From an optimization exercise on the open Yosys and OpenROAD flow, aimed at small area; shortcuts taken in it are not production practice.
In this exercise RTL edits were held to simulation tests only and were not proved equivalent to the original.
No driver is modelled on the clock port, so clocking that relies on it looks cheaper here than on a real chip.
Power is estimated from default activity; no workload was simulated.

File: flow/run.sh
#!/bin/bash
# Own layout flow: the standard ORFS flow (standard.sh, synth_recipe.tcl)
# with these changes:
#  - synthesis maps the logic with an area-oriented ABC script (flow/area.abc)
#    instead of ORFS's speed script (the RTL's logic is already optimised, see
#    gen/) and leaves adders as plain gates (no extract_fa); the rest of
#    synthesis is the standard flow's synth_recipe.tcl (same registers, flatten and rename);
#  - port buffers are buf_1 cells;
#  - CTS without dummy loads, with small clock buffers.
# Each step's full output goes to log_<step>.txt in the work folder.
set -uo pipefail
W=$PWD
{
  echo 'proc abc {args} {'
  echo '  set i [lsearch -exact $args -script]'
  echo '  if {$i >= 0} { set args [lreplace $args [expr {$i + 1}] [expr {$i + 1}] $::env(OWN_ABC_SCRIPT)] }'
  echo '  yosys abc {*}$args'
  echo '}'
  echo 'proc extract_fa {args} { puts "extract_fa skipped" }'
  cat "$W/synth_recipe.tcl"
} > "$W/own_synth.tcl"
sed -E "s#'?SYNTH_SCRIPT=[^ ]*#SYNTH_SCRIPT=$W/own_synth.tcl#" "$W/standard.sh" > "$W/own_standard.sh"
export OWN_ABC_SCRIPT="$W/flow/area.abc"
export BUFFER_PORTS_ARGS="-buffer_cell sky130_fd_sc_hd__buf_1"
export CTS_ARGS="-sink_clustering_enable -repair_clock_nets -dont_use_dummy_load -buf_list sky130_fd_sc_hd__clkbuf_8 -sink_clustering_size 30 -sink_clustering_max_diameter 100"
for t in synth floorplan place cts route finish; do
  echo "== $t"
  if ! bash "$W/own_standard.sh" "$t" > "$W/log_$t.txt" 2>&1; then
    echo "step $t failed"
    tail -40 "$W/log_$t.txt"
    exit 1
  fi
done
ls -l "$W/out"
File: flow/area.abc
strash
dch -f
amap
topo
File: standard.sh
#!/bin/bash
# synth_recipe.tcl (not shown) runs the flow's synth.tcl, then flattens the netlist and writes it again
# the make line also repeats each setting of config.mk as NAME=value (left out here)
make -C /OpenROAD-flow-scripts/flow DESIGN_CONFIG=/design/flow/config.mk WORK_HOME=/design/flow/orfs CLKGATE_MAP_FILE= SYNTH_SCRIPT=/design/flow/synth_recipe.tcl "${@:-finish}"
File: config.mk
export PLATFORM = sky130hd
export DESIGN_NAME = vga_top
export DESIGN_NICKNAME = vga_top
export VERILOG_FILES = /design/flow/design.v
export SDC_FILE = /design/flow/constraint.sdc
export NUM_CORES = 4
export LEC_CHECK = 0
export CAP_MARGIN = 0
export CORE_MARGIN = 2
export CORE_UTILIZATION = 65
export SLEW_MARGIN = 0
File: constraint.sdc
create_clock -name core_clock -period 10.0 [get_ports {clk}]
set_input_delay 2.0000 -clock core_clock [delete_from_list [all_inputs] [get_ports {clk}]]
set_output_delay 2.0000 -clock core_clock [all_outputs]
set_load 0.01 [all_outputs]
File: design.v
module RAM_set (
    input [31:0] record,
    input [6:0] state,
    input colr,
    input [1:0] ph,
    input pix,
    input [6:0] q,
    input [2:0] r,
    input [9:0] vv,
    output d_pix,
    output e_pix,
    output d_q_0,
    output d_q_1,
    output d_q_2,
    output d_q_3,
    output d_q_4,
    output d_q_5,
    output d_q_6,
    output d_vv_0,
    output d_vv_1,
    output d_vv_2,
    output d_vv_3,
    output d_vv_4,
    output d_vv_5,
    output d_vv_6,
    output d_vv_7,
    output d_vv_8,
    output d_vv_9,
    output d_ph_0,
    output d_ph_1,
    output hs,
    output vs
);
  wire n44;
  wire n45;
  wire n47;
  wire n49;
  wire n50;
  wire n51;
  wire n52;
  wire n55;
  wire n56;
  wire n59;
  wire n61;
  wire n63;
  wire n64;
  wire n65;
  wire n67;
  wire n69;
  wire n70;
  wire n73;
  wire n74;
  wire n75;
  wire n77;
  wire n79;
  wire n81;
  wire n82;
  wire n83;
  wire n84;
  wire n86;
  wire n87;
  wire n88;
  wire n89;
  wire n90;
  wire n91;
  wire n92;
  wire n93;
  wire n94;
  wire n95;
  wire n96;
  wire n97;
  wire n98;
  wire n99;
  wire n100;
  wire n101;
  wire n102;
  wire n103;
  wire n104;
  wire n105;
  wire n106;
  wire n107;
  wire n108;
  wire n109;
  wire n110;
  wire n111;
  wire n112;
  wire n113;
  wire n114;
  wire n115;
  wire n116;
  wire n117;
  wire n118;
  wire n119;
  wire n120;
  wire n121;
  wire n122;
  wire n123;
  wire n124;
  wire n125;
  wire n126;
  wire n127;
  wire n128;
  wire n129;
  wire n130;
  wire n131;
  wire n132;
  wire n133;
  wire n134;
  wire n135;
  wire n136;
  wire n137;
  wire n138;
  wire n139;
  wire n140;
  wire n141;
  wire n142;
  wire n143;
  wire n144;
  wire n145;
  wire n146;
  wire n147;
  wire n148;
  wire n149;
  wire n150;
  wire n151;
  wire n152;
  wire n153;
  wire n154;
  wire n155;
  wire n156;
  wire n157;
  wire n158;
  wire n159;
  wire n160;
  wire n161;
  wire n162;
  wire n163;
  wire n164;
  wire n165;
  wire n166;
  wire n167;
  wire n168;
  wire n169;
  wire n170;
  wire n171;
  wire n172;
  wire n173;
  wire n174;
  wire n175;
  wire n176;
  wire n177;
  wire n178;
  wire n179;
  wire n180;
  wire n181;
  wire n182;
  wire n183;
  wire n184;
  wire n185;
  wire n186;
  wire n187;
  wire n188;
  wire n189;
  wire n190;
  wire n191;
  wire n192;
  wire n193;
  wire n194;
  wire n195;
  wire n196;
  wire n197;
  wire n198;
  wire n199;
  wire n200;
  wire n201;
  wire n202;
  wire n203;
  wire n204;
  wire n205;
  wire n206;
  wire n207;
  wire n208;
  wire n209;
  wire n210;
  wire n211;
  wire n212;
  wire n213;
  wire n214;
  wire n215;
  wire n216;
  wire n217;
  wire n218;
  wire n219;
  wire n220;
  wire n221;
  wire n222;
  wire n223;
  wire n224;
  wire n225;
  wire n226;
  wire n227;
  wire n228;
  wire n229;
  wire n230;
  wire n231;
  wire n232;
  wire n233;
  wire n234;
  wire n235;
  wire n236;
  wire n237;
  wire n238;
  wire n239;
  wire n240;
  wire n241;
  wire n242;
  wire n243;
  wire n244;
  wire n245;
  wire n246;
  wire n247;
  wire n248;
  wire n249;
  wire n250;
  wire n251;
  wire n252;
  wire n253;
  wire n254;
  wire n255;
  wire n256;
  wire n257;
  wire n258;
  wire n259;
  wire n260;
  wire n261;
  wire n262;
  wire n263;
  wire n264;
  wire n265;
  wire n266;
  wire n267;
  wire n268;
  wire n269;
  wire n270;
  wire n271;
  wire n272;
  wire n273;
  wire n274;
  wire n275;
  wire n276;
  wire n277;
  wire n278;
  wire n279;
  wire n280;
  wire n285;
  wire n287;
  wire n288;
  wire n290;
  wire n291;
  wire n292;
  wire n293;
  wire n294;
  wire n295;
  wire n297;
  wire n298;
  wire n299;
  wire n300;
  wire n301;
  wire n302;
  wire n303;
  wire n304;
  wire n305;
  wire n306;
  wire n307;
  wire n308;
  wire n309;
  wire n310;
  wire n311;
  wire n312;
  wire n313;
  wire n314;
  wire n315;
  wire n316;
  wire n317;
  wire n318;
  wire n319;
  wire n320;
  wire n321;
  wire n322;
  wire n323;
  wire n324;
  wire n325;
  wire n326;
  wire n327;
  wire n328;
  wire n329;
  wire n330;
  wire n331;
  wire n332;
  wire n333;
  wire n334;
  wire n335;
  wire n336;
  wire n337;
  wire n338;
  wire n339;
  wire n340;
  wire n341;
  wire n342;
  wire n343;
  wire n344;
  wire n345;
  wire n346;
  wire n347;
  wire n348;
  wire n349;
  wire n350;
  wire n351;
  wire n352;
  wire n353;
  wire n354;
  wire n355;
  wire n356;
  assign n47 = (~ph[0]);
  assign n49 = (~n47&~ph[1]);
  assign n50 = (~n49);
  assign n51 = (~n47) | (~ph[1]);
  assign n52 = (~n50) | (~n51);
  assign n55 = (~q[3]&~q[2]);
  assign n56 = (~n55);
  assign n59 = (~q[1]&~n56) | (~q[4]);
  assign n61 = (~q[6]);
  assign n63 = (~n61) | (~q[5]);
  assign n64 = (q[3]&q[2]) | (n59) | (n63);
  assign n65 = (ph[1]) | (n64);
  assign n67 = (~vv[0]);
  assign n69 = (~vv[1]);
  assign n70 = (~n67&~n69);
  assign n73 = (~vv[3]&~n70&~vv[2]);
  assign n74 = (~vv[1]&~vv[2]);
  assign n75 = (~vv[2]&~n74) | (~n70&~n74);
  assign n77 = (~r[0]);
  assign n79 = (~n77&~r[1]);
  assign n81 = (~r[1]&~r[2]);
  assign n82 = (~q[3]);
  assign n83 = (~n82&~n63&~q[4]);
  assign n84 = (~n83);
  assign n86 = (~q[0]);
  assign n87 = (~q[1]);
  assign n88 = (~n86) | (~n87);
  assign n89 = (~record[13]&~n88);
  assign n90 = (~n86) | (~q[1]);
  assign n91 = (~q[0]) | (~q[1]);
  assign n92 = (~record[1]&~n91) | (~record[5]&~n90);
  assign n93 = (~n86&~q[1]);
  assign n94 = (~n93);
  assign n95 = (~record[9]&~n94) | (~q[2]);
  assign n96 = (~n89&~n92&~n95);
  assign n97 = (~record[17]&~n91);
  assign n98 = (~record[21]&~n90) | (~record[29]&~n88);
  assign n99 = (~q[2]);
  assign n100 = (~record[25]&~n94) | (~n99);
  assign n101 = (~n97&~n98&~n100);
  assign n102 = (~state[2]);
  assign n103 = (~n87&~state[0]);
  assign n104 = (~state[5]);
  assign n105 = (~n102&~n104) | (~n103&~n104);
  assign n106 = (~state[3]);
  assign n107 = (~state[6]&~state[4]);
  assign n108 = (~state[6]) | (~state[4]);
  assign n109 = (~n106&~n107) | (~n102&~n107) | (~n108&~n107);
  assign n110 = (~n82) | (~state[0]);
  assign n111 = (~state[0]) | (~n106);
  assign n112 = (~n82&~state[0]) | (~state[1]) | (~state[5]) | (~n111);
  assign n113 = (~state[1]&~state[5]&~n110) | (~n112);
  assign n114 = (~state[0]&~n104&~n102&~state[1]);
  assign n115 = (~n102&~n114) | (~n113&~n114);
  assign n116 = (~n106&~n109&~n64&~n115) | (~n107&~n109&~n64&~n115);
  assign n117 = (~n86&~n105) | (~n116);
  assign n118 = (~n82&~state[2]) | (~q[1]);
  assign n119 = (~n82&~n94) | (~n118);
  assign n120 = (~n84&~n96&~n101) | (~n117&~n119);
  assign n121 = (~n120);
  assign n122 = (record[6]&record[14]&q[2]) | (n90&record[14]&q[2]) | (record[6]&n88&q[2]) | (n90&n88&q[2]);
  assign n123 = (~record[2]&~n91) | (~record[10]&~n94) | (~n122);
  assign n124 = (~record[30]&~n88);
  assign n125 = (~record[18]&~n91) | (~record[22]&~n90);
  assign n126 = (~q[2]&~n124&~n125);
  assign n127 = (~record[26]&~n94) | (~n126);
  assign n128 = (~q[0]&~n102) | (~n99);
  assign n129 = (~n86&~n102&~n90) | (~n86&~n102&~n128) | (~n86&~n93&~n90) | (~n55&~n102&~n90) | (~n86&~n93&~n128) | (~n55&~n102&~n128) | (~n55&~n93&~n90) | (~n55&~n93&~n128);
  assign n130 = (~n117&~n129);
  assign n131 = (~n83&~n130) | (~n123&~n130) | (~n127&~n130);
  assign n132 = (~record[0]&~n91);
  assign n133 = (~record[8]&~n94) | (~record[12]&~n88);
  assign n134 = (~n99&~n132&~n133);
  assign n135 = (~record[4]&~n90) | (~n134);
  assign n136 = (record[16]&record[24]&n99) | (n91&record[24]&n99) | (record[16]&n94&n99) | (n91&n94&n99);
  assign n137 = (~record[20]&~n90) | (~record[28]&~n88) | (~n136);
  assign n138 = (~n106&~n56) | (~q[3]&~n94);
  assign n139 = (~n102&~n91);
  assign n140 = (~q[3]&~q[2]) | (~n102&~q[2]);
  assign n141 = (~n90&~n140);
  assign n142 = (~n138&~n139&~n141&~n117);
  assign n143 = (~n83&~n142) | (~n135&~n142) | (~n137&~n142);
  assign n144 = (~n121) | (~n131) | (~n143);
  assign n145 = (~record[31]&~n88);
  assign n146 = (~record[27]&~n94);
  assign n147 = (~record[23]&~n90);
  assign n148 = (~record[19]&~n91) | (~n99);
  assign n149 = (~n145&~n146&~n147&~n148);
  assign n150 = (~record[3]&~n91);
  assign n151 = (~record[11]&~n94);
  assign n152 = (~record[7]&~n90);
  assign n153 = (~record[15]&~n88) | (~q[2]);
  assign n154 = (~n150&~n151&~n152&~n153);
  assign n155 = (~n84&~n149&~n154);
  assign n156 = (~n155);
  assign n157 = (~r[0]&~r[1]);
  assign n158 = (~r[1]);
  assign n159 = (~n158&~n120);
  assign n160 = (~n157&~n159);
  assign n161 = (~n131&~n156);
  assign n162 = (~n161);
  assign n163 = (~n143&~n156&~n160) | (~n162);
  assign n164 = (~n86&~state[2]) | (~n118);
  assign n165 = (n99&state[6]&n91) | (n104&state[6]&n91) | (n99&n56&n91) | (n104&n56&n91);
  assign n166 = (~n164&~n83) | (~n165&~n83) | (~n116&~n83);
  assign n167 = (~n166&~n155);
  assign n168 = (~n143);
  assign n169 = (~n131);
  assign n170 = (~n169&~n156);
  assign n171 = (~n170);
  assign n172 = (~n168&~n171);
  assign n173 = (~n79);
  assign n174 = (~n120&~n143&~n131);
  assign n175 = (~n173) | (~n174);
  assign n176 = (n167&n175) | (n172&n175);
  assign n177 = (~n163&~n176) | (~n81&~n144);
  assign n178 = (~n166);
  assign n179 = (~n143&~n173);
  assign n180 = (~n120&~n179);
  assign n181 = (~n121&~n168);
  assign n182 = (~n181);
  assign n183 = (~r[2]);
  assign n184 = (~n77&~n183);
  assign n185 = (~n184);
  assign n186 = (~n182&~n185);
  assign n187 = (~n178&~n130&~n180&~n186);
  assign n188 = (~n187);
  assign n189 = (~n121) | (~n131);
  assign n190 = (~n77&~n158);
  assign n191 = (~n190);
  assign n192 = (~n189) | (~n191);
  assign n193 = (~n167&~n172) | (~n192&~n172);
  assign n194 = (~n143) | (~n173);
  assign n195 = (~n166) | (~n130);
  assign n196 = (~n195&~n179);
  assign n197 = (~n194&~vv[2]) | (~n196&~vv[2]);
  assign n198 = (n79&n188&n193&n197) | (n177&n188&n193&n197);
  assign n199 = (~r[1]) | (~r[2]);
  assign n200 = (~n77) | (~n81);
  assign n201 = (~n199) | (~n200);
  assign n202 = (~n198&~n201);
  assign n203 = (~r[0]&~n143);
  assign n204 = (~r[2]&~n203) | (~n170&~n203);
  assign n205 = (~r[1]&~n121);
  assign n206 = (~n205);
  assign n207 = (~n143&~n169);
  assign n208 = (~n207) | (~n206);
  assign n209 = (~n159&~n208) | (~n168&~n206);
  assign n210 = (~n209);
  assign n211 = (~n195);
  assign n212 = (~r[0]&~n120);
  assign n213 = (~n162&~n212);
  assign n214 = (~n211&~n213) | (~n191);
  assign n215 = (~n209&~n214) | (~n171&~n210);
  assign n216 = (~n120&~n143);
  assign n217 = (~n181&~n216);
  assign n218 = (~n217&~n191);
  assign n219 = (~n183&~n189) | (~n167);
  assign n220 = (n173&n175) | (n174&n175);
  assign n221 = (~n121&~n203);
  assign n222 = (~n183&~n171&~n212&~n221);
  assign n223 = (~n67) | (~n69);
  assign n224 = (~r[0]) | (~n166);
  assign n225 = (~n210&~n224);
  assign n226 = (~n222&~n223&~n225);
  assign n227 = (~n218&~n219&~n220) | (~n226);
  assign n228 = (~n204&~n227) | (~n215&~n227);
  assign n229 = (~n79) | (~n189);
  assign n230 = (~n229&~n207);
  assign n231 = (n81&n167) | (n230&n167);
  assign n232 = (~vv[2]);
  assign n233 = (~n216&~n232) | (~n81&~n232);
  assign n234 = (~r[0]&~n157) | (~r[0]&~n170) | (~n130&~n157) | (~n130&~n170);
  assign n235 = (~vv[2]&~n162) | (~n185&~n162) | (~n206&~n162);
  assign n236 = (~n182&~n67) | (~n235&~n67);
  assign n237 = (~n168&~n234) | (~n161&~n233) | (~n236);
  assign n238 = (n121&n220) | (n169&n220);
  assign n239 = (~n77&n238) | (~n172&n238);
  assign n240 = (~r[2]&~n168);
  assign n241 = (~n77&~n240);
  assign n242 = (~n171&~n241) | (~n195);
  assign n243 = (~n120&~n225) | (~n242&~n225);
  assign n244 = (~n239&~n243);
  assign n245 = (~n231&~n237&~n244);
  assign n246 = (~n228&~n245);
  assign n247 = (~n217) | (~n191);
  assign n248 = (~n180&~n205);
  assign n249 = (~n195&~n248);
  assign n250 = (~n249&~n187) | (~n230&~n247);
  assign n251 = (~r[0]&~n158&~n156&~n144);
  assign n252 = (~n143&~n156&~n238);
  assign n253 = (~n131&~n174&~n251&~n252) | (~n231&~n174&~n251&~n252);
  assign n254 = (~n81&~n163);
  assign n255 = (~n253&~n254);
  assign n256 = (~n121&~r[0]&~n162) | (~n121&~n217&~n162) | (~n157&~r[0]&~n162) | (~n157&~n217&~n162);
  assign n257 = (~n166&~n256);
  assign n258 = (~n186&~n239&~n255) | (~n257);
  assign n259 = (~n67) | (~vv[1]) | (~n250) | (~n258);
  assign n260 = (~n75) | (~n202) | (~n246) | (~n259);
  assign n261 = (~r[2]&~n182) | (~n230);
  assign n262 = (~n157&~n247&~n240);
  assign n263 = (~n162&~n262&~n218);
  assign n264 = (~n162&~n166&~n263) | (~n261&~n166&~n263) | (~n253&~n166&~n263);
  assign n265 = (~n77&~r[2]);
  assign n266 = (~n143&~n168) | (~n143&~n190) | (~n205&~n168) | (~n205&~n190);
  assign n267 = (~n166&~n256&~n214) | (~n188&~n266);
  assign n268 = (~n77) | (~n195) | (~n216);
  assign n269 = (~n217&~n171) | (~n219);
  assign n270 = (~n242&~n269) | (~n79&~n222);
  assign n271 = (~n257&~n268) | (~n270);
  assign n272 = (~n267&~n271) | (~n67);
  assign n273 = (~n216&~n229);
  assign n274 = (~n177&~n273) | (~n224&~n266) | (~n197);
  assign n275 = (~vv[0]) | (~n274);
  assign n276 = (~n77&~n159&~n250);
  assign n277 = (~n184&~n232&~n276&~n264) | (~n211&~n232&~n276&~n264);
  assign n278 = (~n272&~n75&~n201&~n277) | (~n275&~n75&~n201&~n277);
  assign n279 = (~n264&~n278) | (~n265&~n278) | (~n143&~n278);
  assign n280 = (n260&n279);
  assign n285 = (vv[7]) | (vv[6]) | (vv[8]) | (vv[4]);
  assign n287 = (vv[9]) | (n285);
  assign n288 = (~n74);
  assign n290 = (~vv[5]);
  assign n291 = (~vv[3]&~n290) | (~n288&~n290);
  assign n292 = (~n73&~n280&~n287&n291);
  assign n45 = (vv[3]) | (vv[5]) | (n288) | (n287);
  assign n293 = (~r[0]&~n199);
  assign n294 = (~q[0]&~n56&~n293);
  assign n295 = (~q[5]);
  assign n44 = (~n59&~n294) | (~n61) | (~n295);
  assign n297 = (colr&pix) | (n49&pix) | (colr&n50) | (n49&n50);
  assign n298 = (~vv[4]);
  assign n299 = (~n77) | (~r[1]) | (~n183);
  assign n300 = (~q[6]) | (~q[4]) | (~q[5]);
  assign n301 = (~q[3]&~n99&~n91&~n300);
  assign n302 = (~n77&~n50);
  assign n303 = (~r[1]) | (~n49);
  assign n304 = (~r[1]&~n302) | (~n303);
  assign n305 = (~n299&~n301) | (~n304);
  assign n306 = (~n299&~n305);
  assign n307 = (~vv[0]) | (~n306);
  assign n308 = (~n69&~n307&~n232);
  assign n309 = (~vv[3]) | (~n308);
  assign n310 = (~n298&~n309);
  assign n311 = (~n310);
  assign n312 = (~n290&~n311);
  assign n313 = (~n290&~n312) | (~n311&~n312);
  assign n314 = (~n298&~n310) | (~n309&~n310);
  assign n315 = (~vv[9]) | (~vv[2]) | (~vv[3]) | (~n290);
  assign n316 = (n50) | (n223) | (n315) | (n285);
  assign n317 = (~vv[3]&~n308) | (~n316&~n308);
  assign n318 = (~vv[3]&~n317) | (~n308&~n317);
  assign n319 = (~n69&~n307);
  assign n320 = (~vv[2]&~n319) | (~n316&~n319);
  assign n321 = (~n308&~n320);
  assign n322 = (~n69&~n319) | (~n307&~n319);
  assign n323 = (vv[0]&n307&n316) | (n306&n307&n316);
  assign n324 = (~n49) | (~n293);
  assign n325 = (~n91&~n324);
  assign n326 = (~q[2]) | (~n325);
  assign n327 = (~n326);
  assign n328 = (q[3]&n327&q[4]);
  assign n329 = (~q[5]&~n328);
  assign n330 = (~n306&~n328);
  assign n331 = (~n295&~n330);
  assign n332 = (~n329&~n331);
  assign n333 = (~n82&~n326);
  assign n334 = (q[4]&n330) | (n333&n330);
  assign n335 = (~n82&~n333) | (~n326&~n333);
  assign n336 = (~n265&~n303);
  assign n337 = (~n183&~n336) | (~n303&~n336);
  assign n338 = (~q[2]&~n325);
  assign n339 = (~n327&~n338);
  assign n340 = (~n63&~n330) | (~n61&~n331);
  assign n341 = (~n86&~n324);
  assign n342 = (~q[1]&~n341);
  assign n343 = (~n306&~n342&~n325);
  assign n344 = (~vv[8]);
  assign n345 = (~vv[7]);
  assign n346 = (~vv[6]) | (~n312);
  assign n347 = (~n345&~n346);
  assign n348 = (~n347);
  assign n349 = (~n344&~n348);
  assign n350 = (~vv[9]&~n349) | (~n316);
  assign n351 = (~vv[9]&~n350) | (~n349&~n350);
  assign n352 = (~n86&~n341) | (~n324&~n341);
  assign n353 = (~n77&~n302&~n293) | (~n50&~n302&~n293);
  assign n354 = (~n344&~n349) | (~n348&~n349);
  assign n355 = (~n345&~n347) | (~n346&~n347);
  assign n356 = (vv[6]&n346) | (n312&n346);
  assign d_pix = n292;
  assign e_pix = n65;
  assign d_q_0 = n352;
  assign d_q_1 = n343;
  assign d_q_2 = n339;
  assign d_q_3 = n335;
  assign d_q_4 = n334;
  assign d_q_5 = n332;
  assign d_q_6 = n340;
  assign d_vv_0 = n323;
  assign d_vv_1 = n322;
  assign d_vv_2 = n321;
  assign d_vv_3 = n318;
  assign d_vv_4 = n314;
  assign d_vv_5 = n313;
  assign d_vv_6 = n356;
  assign d_vv_7 = n355;
  assign d_vv_8 = n354;
  assign d_vv_9 = n351;
  assign d_ph_0 = n47;
  assign d_ph_1 = n52;
  assign hs = n44;
  assign vs = n45;
endmodule
module vga_top (
    input         clk,
    input         rst,
    input  [31:0] record,
    input  [ 6:0] state,
    output [ 3:0] red,
    output [ 3:0] green,
    output [ 3:0] blue,
    output        hs,
    output        vs
);
  reg [1:0] ph;
  reg pix;
  reg [6:0] q;
  reg [9:0] vv;
  reg colr;
  reg [2:0] r;
  wire d_pix;
  wire e_pix;
  wire d_q_0;
  wire d_q_1;
  wire d_q_2;
  wire d_q_3;
  wire d_q_4;
  wire d_q_5;
  wire d_q_6;
  wire d_vv_0;
  wire d_vv_1;
  wire d_vv_2;
  wire d_vv_3;
  wire d_vv_4;
  wire d_vv_5;
  wire d_vv_6;
  wire d_vv_7;
  wire d_vv_8;
  wire d_vv_9;
  wire d_ph_0;
  wire d_ph_1;
  RAM_set u_logic (
      .record(record),
      .state(state),
      .colr(colr),
      .ph(ph),
      .pix(pix),
      .q(q),
      .r(r),
      .vv(vv),
      .d_pix(d_pix),
      .e_pix(e_pix),
      .d_q_0(d_q_0),
      .d_q_1(d_q_1),
      .d_q_2(d_q_2),
      .d_q_3(d_q_3),
      .d_q_4(d_q_4),
      .d_q_5(d_q_5),
      .d_q_6(d_q_6),
      .d_vv_0(d_vv_0),
      .d_vv_1(d_vv_1),
      .d_vv_2(d_vv_2),
      .d_vv_3(d_vv_3),
      .d_vv_4(d_vv_4),
      .d_vv_5(d_vv_5),
      .d_vv_6(d_vv_6),
      .d_vv_7(d_vv_7),
      .d_vv_8(d_vv_8),
      .d_vv_9(d_vv_9),
      .d_ph_0(d_ph_0),
      .d_ph_1(d_ph_1),
      .hs(hs),
      .vs(vs)
  );
  always @(posedge clk) if (e_pix) pix <= d_pix;
  always @(posedge clk or negedge rst) if (!rst) q[0] <= 1'b1; else q[0] <= d_q_0;
  always @(posedge clk or negedge rst) if (!rst) q[1] <= 1'b0; else q[1] <= d_q_1;
  always @(posedge clk or negedge rst) if (!rst) q[2] <= 1'b1; else q[2] <= d_q_2;
  always @(posedge clk or negedge rst) if (!rst) q[3] <= 1'b0; else q[3] <= d_q_3;
  always @(posedge clk or negedge rst) if (!rst) q[4] <= 1'b0; else q[4] <= d_q_4;
  always @(posedge clk or negedge rst) if (!rst) q[5] <= 1'b0; else q[5] <= d_q_5;
  always @(posedge clk or negedge rst) if (!rst) q[6] <= 1'b0; else q[6] <= d_q_6;
  always @(posedge clk or negedge rst) if (!rst) vv[0] <= 1'b0; else vv[0] <= d_vv_0;
  always @(posedge clk or negedge rst) if (!rst) vv[1] <= 1'b0; else vv[1] <= d_vv_1;
  always @(posedge clk or negedge rst) if (!rst) vv[2] <= 1'b0; else vv[2] <= d_vv_2;
  always @(posedge clk or negedge rst) if (!rst) vv[3] <= 1'b0; else vv[3] <= d_vv_3;
  always @(posedge clk or negedge rst) if (!rst) vv[4] <= 1'b0; else vv[4] <= d_vv_4;
  always @(posedge clk or negedge rst) if (!rst) vv[5] <= 1'b0; else vv[5] <= d_vv_5;
  always @(posedge clk or negedge rst) if (!rst) vv[6] <= 1'b0; else vv[6] <= d_vv_6;
  always @(posedge clk or negedge rst) if (!rst) vv[7] <= 1'b0; else vv[7] <= d_vv_7;
  always @(posedge clk or negedge rst) if (!rst) vv[8] <= 1'b0; else vv[8] <= d_vv_8;
  always @(posedge clk or negedge rst) if (!rst) vv[9] <= 1'b0; else vv[9] <= d_vv_9;
  always @(posedge clk or negedge rst) if (!rst) ph[0] <= 1'b0; else ph[0] <= d_ph_0;
  always @(posedge clk or negedge rst) if (!rst) ph[1] <= 1'b0; else ph[1] <= d_ph_1;
  always @(posedge clk or negedge rst)
    if (!rst) colr <= 1'b0;
    else if (ph == 2'd1) colr <= pix;
  always @(posedge clk or negedge rst)
    if (!rst) r <= 3'd1;
    else if (ph == 2'd1) r <= (q == 7'd119 && r == 3'd2) ? 3'd1 : (r == 3'd6) ? 3'd0 : r + 3'd1;
  assign red[0] = colr;
  assign red[1] = colr;
  assign red[2] = colr;
  assign red[3] = colr;
  assign green[0] = colr;
  assign green[1] = colr;
  assign green[2] = colr;
  assign green[3] = colr;
  assign blue[0] = colr;
  assign blue[1] = colr;
  assign blue[2] = colr;
  assign blue[3] = colr;
endmodule
==> results of run 1 <==
==> path summary, 6_finish.rpt <==
check | to | cells past startpoint | start | slack, ns
min reg2reg | ph[0]$_DFF_PN0_ | 1 | ph[0]$_DFF_PN0_ | 0.48
max reg2reg | pix$_DFFE_PP_ | 22 | q[2]$_DFF_PN1_ | 4.69
max | pix$_DFFE_PP_ | 21 | state[0] | 3.74
min | ph[0]$_DFF_PN0_ | 1 | ph[0]$_DFF_PN0_ | 0.48
min in group asynchronous | vv[1]$_DFF_PN0_ | 2 | rst | 1.68
max in group asynchronous | q[0]$_DFF_PN1_ | 2 | rst | 8.02
==> cell usage in the layout, fill, tap and decap left out, types with 2 or more instances in the layout <==
cell       netlist  layout
nand2_1         20      20
nor4b_1          2       2
o41ai_1          2       2
o21ai_0         23      23
nor4_1           7       7
nor3_1          18      18
nor2_1          78      78
clkbuf_8         0       3
or3_1            2       2
a211oi_1         5       5
dfrtp_1         20      20
a2111oi_0        4       4
nand4_1          3       3
o221ai_1         3       3
o22ai_1         10      10
buf_1            0      54
buf_4           12       2
o221a_1          2       2
o21a_1           5       5
a31oi_1          5       5
a21oi_1         16      16
dfstp_2          3       3
o31ai_1          4       4
a21o_1           2       2
o311ai_0         2       2
clkinv_1        44      44
nand3_1          6       6
o32ai_1          4       4
a221oi_1         4       4
o22a_1           2       2
==> routing by layer <==
layer  vias to the layer above  part of all wire [%]
met5                         -                     0
met1                      1232                    41
met3                        26                   8.8
li1                       1271                     -
met4                         0                   3.1
met2                       166                    47
==> cell type report <==
class                      count  area, µm²
multi-input combinational    245       1320
fill                         258        873
sequential                    24        609
timing repair buffer          56        218
inverter                      44        165
tap                           46       57.6
clock buffer                   3       41.3
==> flip-flops by register name, summed over array words and instances, names as in the netlist <==
name,count
q,7
ph,2
r,3
vv,10
pix,1
colr,1
==> worst reg2reg max path: stages (launching register included) <==
cell	delay, ns
dfstp_2	0.68
nor2_1	0.15
clkinv_1	0.11
o21ai_0	0.11
a211oi_1	0.34
o221ai_1	0.20
a221oi_1	0.32
o221ai_1	0.23
a2111oi_0	0.37
a31oi_1	0.24
nor2_1	0.35
clkinv_1	0.17
nor2_1	0.14
o21ai_0	0.11
a21oi_1	0.18
o31ai_1	0.10
o311ai_0	0.59
o221a_1	0.29
nor4b_1	0.05
nor2_1	0.10
clkinv_1	0.06
nor2b_1	0.11
nor4b_1	0.07
==> where the power goes <==
part	leakage, nW	internal (mW)	switching, mW	total, mW
registers	0.314	0.0976	0	0.0976
logic	0.571	0.00568	0.00691	0.0126
clock network	0.0216	0.0269	0.0276	0.0545
total	0.907	0.130	0.0345	0.165
==> through the flow <==
step | instances | setup WS [ns]
6_report | 418 | 3.74
5_1_grt | 418 | 3.10
4_1_cts | 418 | 3.92
3_5_place_dp | 415 | 3.67
3_3_place_gp | 415 | 3.77
2_1_floorplan | 325 | 4.25
==> kinds of logic (layout without fill, tap and decap cells) <==
family / count (synthesis) / count (layout) / share of synthesized area [%]
flip-flops: 24 / 24 / 27.9
AND/OR/NAND/NOR: 143 / 143 / 28.8
AO/OA/AOI/OAI: 101 / 101 / 31.2
XOR/XNOR: 1 / 1 / 0.401
buffers and inverters: 56 / 103 / 11.7
==> out/qor.csv, run 1 <==
stage,metric,value,unit
cts,clock_path_buffers,2,
synth,synth_common_cells,"nor2_1 (78), clkinv_1 (44), o21ai_0 (23)",
timing,fin_crit_sh,62.6,%
cts,clkSinkCount,24,
synth,synth_area,0.00218,mm²
synth,ys.warnings.count,1,
detailed_routing,firstDrtPassIters,7,
detailed_routing,detail_route.wl_per_cell,15.7,µm
flow_run,drv_cap,0,
power,peakVddDrop,0.0955,mV
floorplan,row_count,21,
critical_path,cp_slowest_stage_delay,0.59,ns
placement,place_area,0.00237,mm²
timing,tightestPinTransition,0.782,ns
detailed_routing,wl,6.55,mm
detailed_routing,drtIter0Drc,380,
power,leakagePower,0.907,nW
cts,post_cts_buffers,0,
synth,synthArstFlopShare,95.8,%
cts,cts_made_buffers,3,
detailed_routing,via_count,2695,
critical_path,cp.arrival,6.28,ns
global_route,globalRouteMet2Util,61.5,%
layout,stdcell_area,0.00241,mm²
critical_path,critPathTopFamily,compound AO/OA/AOI/OAI gates,
global_route,grt_pass1_wl,10.9,mm
layout,num_antenna_cells,0,
synth,synth_most_common_cell,nor2_1,
synth,synth_enable_flop_cells,1,
global_route,grt_pass1_vias,2425,
timing,fin_crit,6.26,ns
placement,place.gp.congestion,1.16,
global_route,grtUsageMet3,4.76,%
critical_path,cp-start-kind,input pin,
synth,yosys.area.top_type_share,22.9,%
cts,postCtsHoldBufs,0,
synth,yosys-top-cells-area,"dfrtp_1 (23%), nor2_1 (13%), clkinv_1 (7.6%), o21ai_0 (5.3%), nor3_1 (4.1%)",
synth,syn_nets,366,
power,pwr_density_cell,68.3,mW/mm²
synth,seq_area_frac_synth,27.9,%
cts,cts_tree,done,
floorplan,dieHeight,62.0,µm
layout,syn2layout_area_growth,10.4,%
cts,clkLatencyLatePin,0.27,ns
critical_path,crit_path_end_kind,register,
timing,rsz0062_at_grt,false,
cts,cts-root-buf,clkbuf_8,
layout,fin_nets,415,
min_path,hp-class,register to register,
synth,yosys.area.top_type,dfrtp_1,
global_route,grt_max_degree,24,
timing,fmax,160,MHz
critical_path,cp_num_buf_inv,4,
timing,setup_tns,0,ns
placement,hpwl,4.93,mm
timing,fin_hold_ws,0.476,ns
cts,clk_pin_slew_worst_paths,0.08,ns
placement,port_buffers,54,
global_route,grt_use_met1,50.8,%
timing,skew,0.0151,ns
timing,setup_viol,0,
floorplan,dieArea,0.00384,mm²
critical_path,cp_max_fo,10,
critical_path,crit_chain,buf_1 -> clkinv_1 -> a2111oi_0 -> a41oi_1 -> a221oi_1 -> o221ai_1 -> a2111oi_0 -> a31oi_1 -> nor2_1 -> clkinv_1 -> nor2_1 -> o21ai_0 -> a21oi_1 -> o31ai_1 -> o311ai_0 -> o221a_1 -> nor4b_1 -> nor2_1 -> clkinv_1 -> nor2b_1 -> nor4b_1,
critical_path,worst-setup-path-type,input pin to register,
global_route,track_usage,37.5,%
floorplan,die_x,62.0,µm
cts,htree_levels,1,
critical_path,cp_slowest_cell,o311ai_0,
global_route,antenna_found_initial,0,
detailed_routing,drt-vias-per-instance,6.45,
global_route,grt_overflow,0,
critical_path,crit_required,10.02,ns
synth,syn_avg_cell_area,6.72,µm²
layout,post_route_cells_drive_above_1_share,2.15,%
cts,cts-resized-gates,0,
synth,synth_ff_type,dfrtp_1,
floorplan,core_area,0.00328,mm²
floorplan,io_pins,55,
detailed_routing,ant_nets,0,
synth,ys_seq_elements,24,
timing,slew_headroom,47.4,%
timing,hold_viol_final,0,
layout,post-route-util,73.4,%
status,status,no timing/DRC/antenna violations,
synth,synth_cells,325,
timing,maxSlewViolCount,0,
global_route,top_usage_layer,met2,
floorplan,initial_core_util,66.5,%
power,power.total,0.165,mW
synth,ys_types,45,
detailed_routing,drc_errors,0,
==> run 2: changes to the inputs <==
--- a/flow/run.sh
+++ b/flow/run.sh
@@ -8,3 +8,5 @@
 #  - port buffers are buf_1 cells;
-#  - CTS without dummy loads, with small clock buffers.
+#  - CTS without dummy loads, with clkbuf_8 buffers; after CTS the root
+#    buffer, which drives only the leaf buffers, is shrunk to clkbuf_2
+#    (flow/root.tcl).
 # Each step's full output goes to log_<step>.txt in the work folder.
@@ -25,3 +27,19 @@
 export CTS_ARGS="-sink_clustering_enable -repair_clock_nets -dont_use_dummy_load -buf_list sky130_fd_sc_hd__clkbuf_8 -sink_clustering_size 30 -sink_clustering_max_diameter 100"
-for t in synth floorplan place cts route finish; do
+run_step() {
+  echo "== $1"
+  if ! bash "$W/own_standard.sh" "$1" > "$W/log_$1.txt" 2>&1; then
+    echo "step $1 failed"
+    tail -40 "$W/log_$1.txt"
+    exit 1
+  fi
+}
+R="$W/orfs/results/$FLOW_PLATFORM/vga_top/base"
+for t in synth floorplan place cts; do run_step "$t"; done
+echo "== root clock buffer"
+if ! LIB_FILE="$FLOW_HOME/platforms/sky130hd/lib/sky130_fd_sc_hd__tt_025C_1v80.lib" \
+  ODB_IN="$R/4_cts.odb" ODB_OUT="$R/4_cts.odb" ROOT_CELL=sky130_fd_sc_hd__clkbuf_2 \
+  openroad -no_init -exit "$W/flow/root.tcl" > "$W/log_rootbuf.txt" 2>&1; then
+  echo "root buffer step failed"; tail -40 "$W/log_rootbuf.txt"; exit 1
+fi
+for t in route finish; do
   echo "== $t"
==> flow/root.tcl (new file) <==
# Shrink the clock tree's root buffer: it drives only the leaf clock buffers.
read_liberty $::env(LIB_FILE)
read_db $::env(ODB_IN)
set block [ord::get_db_block]
set root ""
foreach inst [$block getInsts] {
  set m [[$inst getMaster] getName]
  if {[string match "sky130_fd_sc_hd__clkbuf_*" $m]} {
    set net [[$inst findITerm A] getNet]
    if {$net ne "NULL" && [llength [$net getBTerms]] > 0} { set root $inst }
  }
}
if {$root ne ""} {
  puts "root clock buffer [$root getName] ([[$root getMaster] getName]) -> $::env(ROOT_CELL)"
  replace_cell [$root getName] $::env(ROOT_CELL)
}
write_db $::env(ODB_OUT)
==> run 2 against run 1 <==
  * Flip-flop and latch count stayed put
  * Area after synthesis stayed put
  * Synthesized cell count stayed put
  * Worst hold slack improved by 0.0035 ns
  * Critical endpoint unchanged
  * Largest power group unchanged
==> out/qor.csv, run 2 <==
stage,metric,value,unit,change
status,status,no timing/DRC/antenna violations,,
synth,synth_most_common_cell,nor2_1,,
global_route,antenna_found_initial,0,,unchanged
critical_path,cp-start-kind,input pin,,
timing,hold_viol_final,0,,unchanged
power,p_clk_share,30.4,%,-2.7 points
critical_path,cp_max_fo,10,,unchanged
floorplan,io_pins,55,,unchanged
layout,regMostFlops,vv,,
flow_run,drv_cap,0,,unchanged
global_route,grt_max_degree,24,,unchanged
power,leakagePower,0.904,nW,-0.33%
floorplan,row_count,21,,unchanged
detailed_routing,drtIter0Drc,375,,-1.3%
synth,synth_common_cells,"nor2_1 (78), clkinv_1 (44), o21ai_0 (23)",,
power,p_switching,0.0344,mW,-0.35%
critical_path,worst-setup-path-type,input pin to register,,
floorplan,dieArea,0.00384,mm²,unchanged
timing,setup_viol,0,,unchanged
critical_path,crit_path_end_kind,register,,
synth,synth_cells,325,,unchanged
cts,clk_pin_slew_worst_paths,0.08,ns,about the same
global_route,grt_pass1_wl,10.9,mm,-0.12%
synth,seq_area_frac_synth,27.9,%,unchanged
timing,skew,0.0141,ns,-0.00107 ns
power,swShare,21.7,%,+0.76 points
timing,rsz0062_at_grt,false,,
detailed_routing,drc_errors,0,,unchanged
layout,syn2layout_area_growth,9.97,%,
synth,ys_seq_elements,24,,unchanged
layout,n_fill_cell,261,,+1.2%
synth,synth_ff_type,dfrtp_1,,
critical_path,r2r-start,q[2]$_DFF_PN1_,,
critical_path,crit_start,state[0],,
synth,syn_nets,366,,unchanged
timing,slew_headroom,46.3,%,-1.1 points
layout,post_route_cells_drive_above_1_share,2.15,%,unchanged
layout,largest_reg_flops,10,,unchanged
floorplan,core_area,0.00328,mm²,unchanged
power,pwr_density_cell,65.9,mW/mm²,-3.5%
synth,syn_avg_cell_area,6.72,µm²,unchanged
timing,maxSlewViolCount,0,,unchanged
layout,fin_nets,415,,unchanged
timing,setup_tns,0,ns,unchanged
cts,postCtsHoldBufs,0,,unchanged
synth,synth_area,0.00218,mm²,unchanged
detailed_routing,firstDrtPassIters,6,,-1
global_route,grt_overflow,0,,unchanged
synth,yosys.area.top_type,dfrtp_1,,
floorplan,dieHeight,62.0,µm,unchanged
synth,yosys.area.top_type_share,22.9,%,unchanged
timing,fmax,160,MHz,+0.42%
synth,ys_types,45,,unchanged
cts,cts_tree,done,,
power,pwr-share-seq,61.6,%,+2.3 points
critical_path,cp.arrival,6.33,ns,+0.05 ns
critical_path,crit_required,10.10,ns,+0.08 ns
layout,biggestRegsByFlops,"vv x10, q x7, r x3",,
synth,yosys-top-cells-area,"dfrtp_1 (23%), nor2_1 (13%), clkinv_1 (7.6%), o21ai_0 (5.3%), nor3_1 (4.1%)",,
detailed_routing,wl,6.61,mm,+0.98%
cts,clock_path_buffers,2,,unchanged
cts,clkLatencyLatePin,0.29,ns,+0.02 ns
detailed_routing,drt-vias-per-instance,6.54,,+1.4%
layout,stdcell_area,0.00240,mm²,-0.36%
global_route,grt_pass1_vias,2422,,-0.12%
synth,synthArstFlopShare,95.8,%,unchanged
power,p_comb_share,7.9,%,+0.3 points
placement,place_area,0.00237,mm²,unchanged
detailed_routing,detail_route.wl_per_cell,15.8,µm,+0.98%
power,p_int,0.124,mW,-4.7%
min_path,hp-class,register to register,,
floorplan,initial_core_util,66.5,%,unchanged
min_path,min_from,ph[0]$_DFF_PN0_,,
cts,post_cts_buffers,0,,unchanged
placement,place.gp.congestion,1.16,,unchanged
placement,hpwl,4.93,mm,unchanged
synth,ys.warnings.count,1,,unchanged
timing,fin_crit_sh,62.3,%,-0.26 points
layout,mostFrequentLayoutCell,nor2_1,,
timing,tightestPinTransition,0.798,ns,+0.0163 ns
global_route,track_usage,37.4,%,-0.13 points
placement,port_buffers,54,,unchanged
detailed_routing,via_count,2734,,+1.4%
cts,cts-root-buf,clkbuf_8,,
detailed_routing,ant_nets,0,,unchanged
layout,layout_common_cells,"nor2_1 (78), buf_1 (54), clkinv_1 (44), o21ai_0 (23)",,
cts,htree_levels,1,,unchanged
floorplan,die_x,62.0,µm,unchanged
synth,synth_enable_flop_cells,1,,unchanged
cts,clkSinkCount,24,,unchanged
power,peakVddDrop,0.0956,mV,+0.11%
cts,cts-resized-gates,0,,unchanged
layout,num_antenna_cells,0,,unchanged
timing,fin_crit,6.23,ns,-0.0259 ns
cts,cts_made_buffers,3,,unchanged
run 2: critical path, cell delays in order:
cell       delay (ns)
buf_1            0.10
clkinv_1         0.12
a2111oi_0        0.42
a41oi_1          0.08
a221oi_1         0.40
o221ai_1         0.24
a2111oi_0        0.36
a31oi_1          0.24
nor2_1           0.39
clkinv_1         0.18
nor2_1           0.14
nand2_1          0.09
o21ai_0          0.10
a21oi_1          0.09
o31ai_1          0.29
o311ai_0         0.25
o221a_1          0.18
nor4b_1          0.25
nor2_1           0.07
clkinv_1         0.05
nor2b_1          0.04
nor4b_1          0.27
run 2: cell type report:
type | count | area [µm²] | area share [%]
Sequential cell | 24 | 609 | 25.4
Timing Repair Buffer | 56 | 218 | 9.06
Multi-Input combinational cell | 245 | 1320 | 54.9
Clock buffer | 3 | 32.5 | 1.35
Tap cell | 46 | 57.6 | 2.40
Inverter | 44 | 165 | 6.87
run 2: metrics by stage:
stage	setup WS, ns	utilization [%]	hold WS, ns	total power, mW	std cells
after floorplan	4.25	-	0.434	0.103	325
after global placement	3.77	72.2	0.442	0.111	415
after detailed placement	3.67	72.2	0.446	0.112	415
after CTS	3.92	73.4	0.474	0.164	418
after global routing	3.13	73.1	0.495	0.164	418
final	3.77	73.1	0.480	0.158	418
run 2: cells by family after synthesis:
logic type	after synthesis	share of synthesized area [%]
compound gates	101	31.2
xor+xnor	1	0.401
buf+inv	56	11.7
flops	24	27.9
simple gates	143	28.8
run 2: path summary, 6_finish.rpt:
path                                   end  depth (start not counted)  slack [ns]
max in group asynchronous   q[0]$_DFF_PN1_                          2        8.05
hold / removal             ph[0]$_DFF_PN0_                          1        0.48
min in group asynchronous  vv[1]$_DFF_PN0_                          2        1.66
setup reg to reg             pix$_DFFE_PP_                         23        4.66
setup / recovery             pix$_DFFE_PP_                         22        3.77
hold reg to reg            ph[0]$_DFF_PN0_                          1        0.48
run 2: power by group through the flow:
stage               clock network (mW)  logic (mW)  registers (mW)
floorplan                            0     0.00372          0.0994
global placement                     0      0.0120          0.0994
detailed placement                   0      0.0124          0.0994
CTS                             0.0542      0.0125          0.0976
global route                    0.0523      0.0146          0.0975
finish                          0.0482      0.0126          0.0976
run 2: routing by layer:
layer	share of wire (%)	global-route usage, %
met5	0	0
met4	3.6	14.0
met3	10	4.14
met2	47	61.5
met1	39	50.8

==> separate check: timing with driven ports <==
In the flow no input, the clock included, has a driving cell. The finished layouts below were timed again as built, in two steps.
Step 1: set_driving_cell puts a clkbuf_16 on clk and a buf_2 on each other input, an assumption about the parent block.
Step 2 times the ports against the registers' clock, not the clock port: input delays grow and output delays shrink by t, the midpoint of the rising clock arrivals with the driver on.
Slacks: ideal ports / drivers / drivers and shift; pairs: ideal ports / drivers.
run	t, ns	setup WS [ns]	worst setup path after step 2	worst register clock-pin slew, ns	cell pins on the clock port's net
run 1	0.284	3.743 / 3.742 / 3.457	input to register	0.08 / 0.08	1
run 2	0.308	3.769 / 3.764 / 3.456	input to register	0.08 / 0.08	1
After both steps setup and hold are still met in every run listed. The setup slack of run 2, which loses most, moves by -0.005 ns with the drivers and by -0.313 ns with both steps.
